From an optimization exercise on the open Yosys and OpenROAD flow, aimed at small area and a short achievable clock period; shortcuts taken in it are not production practice. Function was checked by simulation only, so behaviour that the tests miss may differ from the original.

red:
// fft
module fft(rst,s,x0,x1,x2,x3,x4,x5,x6,x7,real_out,img_out,clk);
Size: roughly 9600 cells after synthesis, about 330 I/O pins, about 0.056 sq mm of cells after synthesis.
==> flow/config.mk <==
export PLATFORM = sky130hd
export DESIGN_NAME = fft
export DESIGN_NICKNAME = fft
export VERILOG_FILES = /design/flow/design.v
export SDC_FILE = /design/flow/constraint.sdc
export NUM_CORES = 8
export LEC_CHECK = 0
export ABC_AREA = 1
export CAP_MARGIN = 20
export CORE_MARGIN = 2
export CORE_UTILIZATION = 40
export PLACE_DENSITY = 0.45
export SLEW_MARGIN = 20
==> flow/constraint.sdc <==
create_clock -name core_clock -period 72.0 [get_ports {clk}]
set_input_delay 14.4000 -clock core_clock [delete_from_list [all_inputs] [get_ports {clk}]]
set_output_delay 14.4000 -clock core_clock [all_outputs]
set_load 0.01 [all_outputs]
standard.sh (not shown) runs the stock make flow with config.mk's settings and CLKGATE_MAP_FILE= SYNTH_SCRIPT=/design/flow/synth_recipe.tcl, a recipe that flattens the netlist after the stock synthesis.
==> flow/flow/run.sh <==
#!/bin/bash
# The standard layout (standard.sh) with these changes:
#  - synthesis: the standard flow's synthesis script (synth_recipe.tcl, unchanged) runs
#    with ABC's area mapper (flow/abc_amap.script) in place of ORFS's abc_area.script, and without Yosys's extract_fa, so ABC maps the adders too. Registers are mapped before either step, so they
#    are the standard synthesis's;
#  - the timing repair steps (floorplan, CTS, global route) aim for a setup
#    slack of SETUP_SLACK_MARGIN ns; the SDC and clock period are unchanged;
#  - every input and output port gets a buf_1 as its buffer.
# Tool output: standard.log here, and ORFS's logs under orfs/logs.
set -e
W=$PWD
cat > $W/synth_own.tcl <<EOT
proc extract_fa {args} { puts "extract_fa skipped" }
proc abc {args} {
  set i [lsearch -exact \$args -script]
  if {\$i >= 0 && "abc_amap.script" ne ""} { lset args [expr {\$i + 1}] $W/flow/abc_amap.script }
  yosys abc {*}\$args
}
source $W/synth_recipe.tcl
EOT
sed -e "s|SYNTH_SCRIPT=[^ ]*|SYNTH_SCRIPT=$W/synth_own.tcl|" standard.sh > standard_own.sh
export SETUP_SLACK_MARGIN=47
export BUFFER_PORTS_ARGS="-buffer_cell sky130_fd_sc_hd__buf_1"
bash standard_own.sh > standard.log 2>&1
==> flow/flow/abc_amap.script <==
strash
balance
rewrite
refactor
balance
rewrite
rewrite -z
balance
refactor -z
rewrite -z
balance
dch
amap
topo
stime -c
buffer -c
upsize -c
dnsize -c
### red -> blue
Settings: a deleted PLACE_DENSITY that had been 0.45.
diff --git a/flow/flow/run.sh b/flow/flow/run.sh
--- a/flow/flow/run.sh
+++ b/flow/flow/run.sh
@@ -4,6 +4,7 @@
 #    with ABC's area mapper (flow/abc_amap.script) in place of ORFS's abc_area.script, and without Yosys's extract_fa, so ABC maps the adders too. Registers are mapped before either step, so they
 #    are the standard synthesis's;
-#  - the timing repair steps (floorplan, CTS, global route) aim for a setup
-#    slack of SETUP_SLACK_MARGIN ns; the SDC and clock period are unchanged;
+#  - the timing repair steps aim for a setup slack of SETUP_SLACK_MARGIN ns
+#    (45 up to CTS, 47 after global routing); the SDC and clock period
+#    are unchanged;
 #  - every input and output port gets a buf_1 as its buffer.
 # Tool output: standard.log here, and ORFS's logs under orfs/logs.
@@ -20,5 +21,7 @@
 EOT
 sed -e "s|SYNTH_SCRIPT=[^ ]*|SYNTH_SCRIPT=$W/synth_own.tcl|" standard.sh > standard_own.sh
-export SETUP_SLACK_MARGIN=47
 export BUFFER_PORTS_ARGS="-buffer_cell sky130_fd_sc_hd__buf_1"
-bash standard_own.sh > standard.log 2>&1
+# repair up to CTS aims for SETUP_SLACK_MARGIN=45, the one after global
+# routing (with its better parasitics) for 47
+SETUP_SLACK_MARGIN=45 bash standard_own.sh cts > standard.log 2>&1
+SETUP_SLACK_MARGIN=47 bash standard_own.sh > standard_finish.log 2>&1
Notes after the runs:
Length of the first detailed-routing pass in iterations | blue above red
Final critical path time including I/O delays and setup, blue and red, lower one = red.
Run comparison: red critical path endpoint img_out[30]; blue critical path endpoint qcI[6]$_DFF_P_
Relative to red, the mean number of vias per cell measured on blue has increased slightly.
Endpoint required time on the critical path (blue over red): increase, 14.89 ns
Number of nets produced by synthesis: blue vs red identical
Achievable clock frequency delta (red -> blue): insignificant
From red to blue the numbers moved as follows: hold slack has remained practically unchanged; clock-buffer cell count went down.
Edits applied to the flow inputs when going from blue to green:
diff --git a/flow/flow/run.sh b/flow/flow/run.sh
--- a/flow/flow/run.sh
+++ b/flow/flow/run.sh
@@ -5,5 +5,5 @@
 #    are the standard synthesis's;
 #  - the timing repair steps aim for a setup slack of SETUP_SLACK_MARGIN ns
-#    (45 up to CTS, 47 after global routing); the SDC and clock period
+#    (0 up to CTS, 47 after global routing); the SDC and clock period
 #    are unchanged;
 #  - every input and output port gets a buf_1 as its buffer.
@@ -22,6 +22,6 @@
 sed -e "s|SYNTH_SCRIPT=[^ ]*|SYNTH_SCRIPT=$W/synth_own.tcl|" standard.sh > standard_own.sh
 export BUFFER_PORTS_ARGS="-buffer_cell sky130_fd_sc_hd__buf_1"
-# repair up to CTS aims for SETUP_SLACK_MARGIN=45, the one after global
+# repair up to CTS aims for SETUP_SLACK_MARGIN=0, the one after global
 # routing (with its better parasitics) for 47
-SETUP_SLACK_MARGIN=45 bash standard_own.sh cts > standard.log 2>&1
+SETUP_SLACK_MARGIN=0 bash standard_own.sh cts > standard.log 2>&1
 SETUP_SLACK_MARGIN=47 bash standard_own.sh > standard_finish.log 2>&1
Results
- Diff green..blue | average wire per standard cell | unchanged
- As far as total negative setup slack goes, green and blue are indistinguishable; the numbers are identical.
- Re final sequential cell count: no difference whatsoever between green and blue.
- As far as highest achievable clock rate is concerned, blue and green perform about the same.
### green -> orange
==> flow/flow/run.sh <==
#!/bin/bash
# The standard layout (standard.sh) with these changes:
#  - synthesis: the standard flow's synthesis script (synth_recipe.tcl, unchanged) runs
#    with ABC's area mapper (flow/abc_amap.script) in place of ORFS's abc_area.script, and without Yosys's extract_fa, so ABC maps the adders too. Registers are mapped before either step, so they
#    are the standard synthesis's;
#  - the timing repair steps (floorplan, CTS, global route) aim for a setup
#    slack of SETUP_SLACK_MARGIN ns; the SDC and clock period are unchanged;
#  - every input and output port gets a buf_1 as its buffer.
# Tool output: standard.log here, and ORFS's logs under orfs/logs.
set -e
W=$PWD
cat > $W/synth_own.tcl <<EOT
proc extract_fa {args} { puts "extract_fa skipped" }
proc abc {args} {
  set i [lsearch -exact \$args -script]
  if {\$i >= 0 && "abc_amap.script" ne ""} { lset args [expr {\$i + 1}] $W/flow/abc_amap.script }
  yosys abc {*}\$args
}
source $W/synth_recipe.tcl
EOT
sed -e "s|SYNTH_SCRIPT=[^ ]*|SYNTH_SCRIPT=$W/synth_own.tcl|" standard.sh > standard_own.sh
export SETUP_SLACK_MARGIN=47
export BUFFER_PORTS_ARGS="-buffer_cell sky130_fd_sc_hd__buf_1"
bash standard_own.sh > standard.log 2>&1
==> flow/flow/abc_amap.script <==
strash
balance
rewrite
refactor
balance
rewrite
rewrite -z
balance
refactor -z
rewrite -z
balance
dch
amap
Notes after the runs:
Max simple-gate share of the synthesized area across green and orange: orange
Summary of orange over green: final weighted congestion in routability-driven placement moved up.
Clock-buffer cell count: orange vs green up 9
Count of multi-input gates of orange is on par with green.
qcI[6]$_DFF_P_ as the capture point of the worst path was reported by green, and qR2[48]$_DFF_P_ by orange.
Looking only at summed area of non-filler cells in the final layout, and setting everything else aside, the higher value of green and orange goes to green.
x5[24] as the beginning of the critical path was reported by orange, and s[0] by green.
The die footprint number comes out higher for green vs orange.
Compared to green, orange has minimum clock period after layout 0.0050 ns lower.
Reported for green and orange, final-report max-slew violation count turned out identical to the last digit.

## port drivers added, routing unchanged
The results above use ideal ports. As a check the final layouts listed here were re-extracted and re-timed, cells and wires unchanged. Step 1, drivers: a clkbuf_16 drives clk and a buf_2 each remaining input, both assumed. Step 2 times the ports against the registers' clock, not the clock port: input delays grow and output delays shrink by t, the midpoint of the rising clock arrivals with the driver on. Three values: no drivers, after step 1, after step 2; two values: the first two.
| run | shift t [ns] | setup WS [ns] | latest minus earliest clock arrival (ns) | worst slew at a driven data input, ns |
|---|---|---|---|---|
| red | 0.708 | 47.725 / 47.637 / 47.122 | 0.047 / 0.047 | 0.11 |
| blue | 0.661 | 47.669 / 47.689 / 47.056 | 0.047 / 0.047 | 0.07 |
| green | 0.661 | 47.669 / 47.689 / 47.056 | 0.047 / 0.047 | 0.07 |
| orange | 0.682 | 47.674 / 47.607 / 47.044 | 0.048 / 0.048 | 0.09 |
After both steps setup and hold are still met in every run listed. The setup slack of orange, which loses most, moves by -0.067 ns with the drivers and by -0.630 ns with both steps.
